Context: an optimization exercise on an open-source flow, tuned for small area and a short achievable clock period. The choices shown serve that exercise and are no tape-out recipe.
Only simulation tests tie the RTL to the original design; equivalence was not proved.
Power and IR drop assume default switching activity.

==> module mips_single, before the edit <==
module mips_single( clk, rst, imem_addr, imem_rdata, dmem_addr, dmem_wdata, dmem_re, dmem_we, dmem_rdata,
                    rf_we, rf_waddr, rf_wdata );
	input clk, rst;
	output [31:0] imem_addr;
	input  [31:0] imem_rdata;
	output [31:0] dmem_addr, dmem_wdata;
	output dmem_re, dmem_we;
	input  [31:0] dmem_rdata;
	output rf_we;
	output [4:0] rf_waddr;
	output [31:0] rf_wdata;
	reg  [31:2] pc;
	wire [31:2] pc4 = pc + 30'd1;
	reg         m_taken;
	reg  [31:0] m_alu;
	always @( posedge clk ) begin
		if ( rst )
			pc <= 30'd0;
		else
			pc <= m_taken ? m_alu[31:2] : pc4;
	end
	assign imem_addr = { pc, 2'b00 };
	reg [31:0] d_ins;
	reg [31:2] d_pc4;
	reg        d_v;
	always @( posedge clk ) begin
		d_ins <= imem_rdata;
		d_pc4 <= pc4;
		d_v   <= ~rst;
	end
	wire [5:0]  op  = d_ins[31:26];
	wire [4:0]  rs  = d_ins[25:21];
	wire [4:0]  rt  = d_ins[20:16];
	wire [4:0]  rd  = d_ins[15:11];
	wire [15:0] imm = d_ins[15:0];
	wire [5:0]  fn  = d_ins[5:0];
	wire i_r   = ~( op[5] | op[3] | op[2] | op[1] );   
	wire i_lw  = op[5] & ~op[3];                       
	wire i_sw  = op[5] &  op[3];                       
	wire i_ori = op[3] & ~op[5];                       
	wire i_br  = op[2] & ~op[3];                       
	wire i_j   = op[1] & ~op[5];                       
	wire [4:0] wn   = i_r ? rd : rt;
	wire       wr   = d_v & ( i_r | i_ori | i_lw ) & ( wn != 5'd0 );
	wire c_sll = i_r & ~fn[5];
	wire c_log = ( i_r & fn[2] ) | i_ori;
	wire c_or  = fn[0] | i_ori;
	wire c_slt = i_r & fn[3];
	wire c_sub = i_r & fn[1];
	wire c_imm = i_ori | op[5] | i_br | i_j;
	wire c_ext = imm[15] & ~i_ori;
	wire c_jb  = i_br | i_j;
	wire [31:0] a_pc = { d_pc4[31:28], i_j ? 26'd0 : d_pc4[27:2], 2'b00 };
	wire [31:0] immv = i_j ? { 4'd0, d_ins[25:0], 2'b00 } :
	                   i_br ? { {14{imm[15]}}, imm, 2'b00 } : { {16{c_ext}}, imm };
	wire [31:0] rd1, rd2;
	reg         w_we;
	reg  [4:0]  w_n;
	reg  [31:0] w_data, rw_data_n;
	rf_2r1w RF( .clk(clk), .we(w_we), .wn(w_n), .wd(~rw_data_n), .rn1(rs), .rn2(rt), .rd1(rd1), .rd2(rd2) );
	wire [31:0] bsel = c_imm ? immv : rd2;
	reg  [7:0]  eqp;
	integer q;
	always @* begin
		for ( q = 0; q < 8; q = q + 1 )
			eqp[q] = ( rd1[4*q +: 4] == rd2[4*q +: 4] );
	end
	wire [31:0] bop  = bsel ^ {32{c_sub}};
	reg [31:0] e_a, e_b, e_bop;
	reg [4:0]  e_sh;
	reg        e_cin, e_sll, e_or, e_arith, e_slt, e_bne;
	reg [7:0]  e_eqp;
	reg [4:0]  e_wn;
	reg        e_we, e_lw, e_sw, e_br, e_j;
	always @( posedge clk ) begin
		e_a <= c_jb ? a_pc : rd1;
		e_b <= rd2;
		e_bop <= bop;
		e_sh <= imm[10:6];
		e_cin <= c_sub;
		e_sll <= c_sll;
		e_or  <= c_or;
		e_arith <= ~( c_sll | c_log | c_slt );
		e_slt <= c_slt;
		e_eqp <= eqp;
		e_bne <= op[0];
		e_wn <= wn;
		if ( rst ) begin
			e_we <= 1'b0; e_lw <= 1'b0; e_sw <= 1'b0; e_br <= 1'b0; e_j <= 1'b0;
		end else begin
			e_we <= wr; e_lw <= d_v & i_lw; e_sw <= d_v & i_sw; e_br <= d_v & i_br; e_j <= d_v & i_j;
		end
	end
	wire [31:0] sum;
	add32_sk ADD( .a(e_a), .b(e_bop), .cin(e_cin), .sum(sum) );
	wire [31:0] shl   = e_b << e_sh;
	wire [31:0] logv  = e_or ? ( e_a | e_bop ) : ( e_a & e_bop );
	wire [31:0] other = e_sll ? shl : e_slt ? 32'd0 : logv;
	wire        taken = e_j | ( e_br & ( ( &e_eqp ) ^ e_bne ) );
	wire [31:0] res   = e_arith ? sum : { other[31:1], other[0] | ( e_slt & sum[31] ) };
	reg [31:0] m_sd;
	reg [4:0]  m_wn;
	reg        m_we, m_lw, m_sw;
	reg        m_ld_n;   
	wire       m_ld = ~m_ld_n;
	always @( posedge clk ) begin
		m_alu <= res;
		m_sd  <= e_b;
		m_wn <= e_wn;
		if ( rst ) begin
			m_we <= 1'b0; m_lw <= 1'b0; m_sw <= 1'b0; m_taken <= 1'b0; m_ld_n <= 1'b1;
		end else begin
			m_we <= e_we; m_lw <= e_lw; m_sw <= e_sw; m_taken <= taken; m_ld_n <= ~e_lw;
		end
	end
	assign dmem_addr  = m_alu;
	assign dmem_wdata = m_sd;
	assign dmem_re    = m_lw;
	assign dmem_we    = m_sw;
	wire [31:0] wdata = m_ld ? dmem_rdata : m_alu;
	always @( posedge clk ) begin
		w_data <= wdata;
		rw_data_n <= ~wdata;
		w_n <= m_wn;
		if ( rst )
			w_we <= 1'b0;
		else
			w_we <= m_we;
	end
	assign rf_we    = w_we;
	assign rf_waddr = w_n;
	assign rf_wdata = w_data;
endmodule
clock: 15.0 ns
lec_check: 0
cap_margin: 20
core_margin: 2
core_utilization: 60
place_density: 0.65
slew_margin: 20
synth_hierarchical: 1
synth_minimum_keep_size: 0
standard.sh (not shown) runs the stock make flow with config.mk's settings and CLKGATE_MAP_FILE= SYNTH_SCRIPT=/design/flow/synth_recipe.tcl, a recipe that flattens the netlist after the stock synthesis.
==> flow/flow/run.sh <==
#!/bin/bash
# Standard ORFS layout (the standard.sh, synthesis unchanged), with:
#  - timing repair aimed below the 15 ns clock (setup margin), so the achieved
#    period is pushed towards what the design's IO paths allow;
#  - port buffers made from buf_1 cells instead of the default choice;
#  - clock tree with larger sink clusters and no dummy balancing loads.
# Each make step's full output is in orfs/logs; the make output is in flow_make.log.
set -euo pipefail
bash standard.sh \
  SETUP_SLACK_MARGIN=10.8 \
  "BUFFER_PORTS_ARGS=-buffer_cell sky130_fd_sc_hd__buf_1" \
  "CTS_ARGS=-sink_clustering_enable -repair_clock_nets -sink_clustering_size 20 -sink_clustering_max_diameter 80 -dont_use_dummy_load" \
  finish > flow_make.log 2>&1
Edit:
--- a/flow/design.v
+++ b/flow/design.v
@@ -122,16 +122,16 @@
 	wire c_ext = imm[15] & ~i_ori;
 	wire c_jb  = i_br | i_j;
 	wire [31:0] a_pc = { d_pc4[31:28], i_j ? 26'd0 : d_pc4[27:2], 2'b00 };
 	wire [31:0] immv = i_j ? { 4'd0, d_ins[25:0], 2'b00 } :
 	                   i_br ? { {14{imm[15]}}, imm, 2'b00 } : { {16{c_ext}}, imm };
 	wire [31:0] rd1, rd2;
-	reg         w_we;
-	reg  [4:0]  w_n;
+	reg         w_we, rw_we_n;
+	reg  [4:0]  w_n, rw_n_n;
 	reg  [31:0] w_data, rw_data_n;
-	rf_2r1w RF( .clk(clk), .we(w_we), .wn(w_n), .wd(~rw_data_n), .rn1(rs), .rn2(rt), .rd1(rd1), .rd2(rd2) );
+	rf_2r1w RF( .clk(clk), .we(~rw_we_n), .wn(~rw_n_n), .wd(~rw_data_n), .rn1(rs), .rn2(rt), .rd1(rd1), .rd2(rd2) );
 	wire [31:0] bsel = c_imm ? immv : rd2;
 	reg  [7:0]  eqp;
 	integer q;
 	always @* begin
 		for ( q = 0; q < 8; q = q + 1 )
 			eqp[q] = ( rd1[4*q +: 4] == rd2[4*q +: 4] );
@@ -190,15 +190,19 @@
 	assign dmem_we    = m_sw;
 	wire [31:0] wdata = m_ld ? dmem_rdata : m_alu;
 	always @( posedge clk ) begin
 		w_data <= wdata;
 		rw_data_n <= ~wdata;
 		w_n <= m_wn;
-		if ( rst )
+		rw_n_n <= ~m_wn;
+		if ( rst ) begin
 			w_we <= 1'b0;
-		else
+			rw_we_n <= 1'b1;
+		end else begin
 			w_we <= m_we;
+			rw_we_n <= ~m_we;
+		end
 	end
 	assign rf_we    = w_we;
 	assign rf_waddr = w_n;
 	assign rf_wdata = w_data;
 endmodule
After rerunning:
- The changed run completed without violations
- cell area rises by 0.51%
- total power rises by 0.82%
- worst hold slack is worse by 0.0040 ns
- area after synthesis rises by 0.74%
- register-to-register slack is better by 0.16 ns

[what the ideal ports hide]
In the flow no input, the clock included, has a driving cell. The finished layouts below were timed again as built, in two steps.
Step 1, drivers: a clkbuf_16 drives clk and a buf_2 each remaining input, both assumed.
Step 2, shift: input delay + t, output delay - t, t = (earliest + latest rising clock arrival at the registers) / 2. This alone moves slack from input paths to output paths.
Slacks: ideal / step 1 / step 2; pairs: ideal / step 1.
run | t (ns) | setup slack, ns | worst hold slack (ns) | worst setup path after step 2
the first run | 0.726 | 10.635 / 10.635 / 10.212 | 0.335 / 0.335 / 0.335 | input to register
the second run | 0.730 | 10.794 / 10.739 / 10.599 | 0.331 / 0.331 / 0.331 | input to register
After both steps every run listed still meets setup and hold. The setup slack of the first run, which loses most, moves by 0.000 ns with the drivers and by -0.423 ns with both steps.
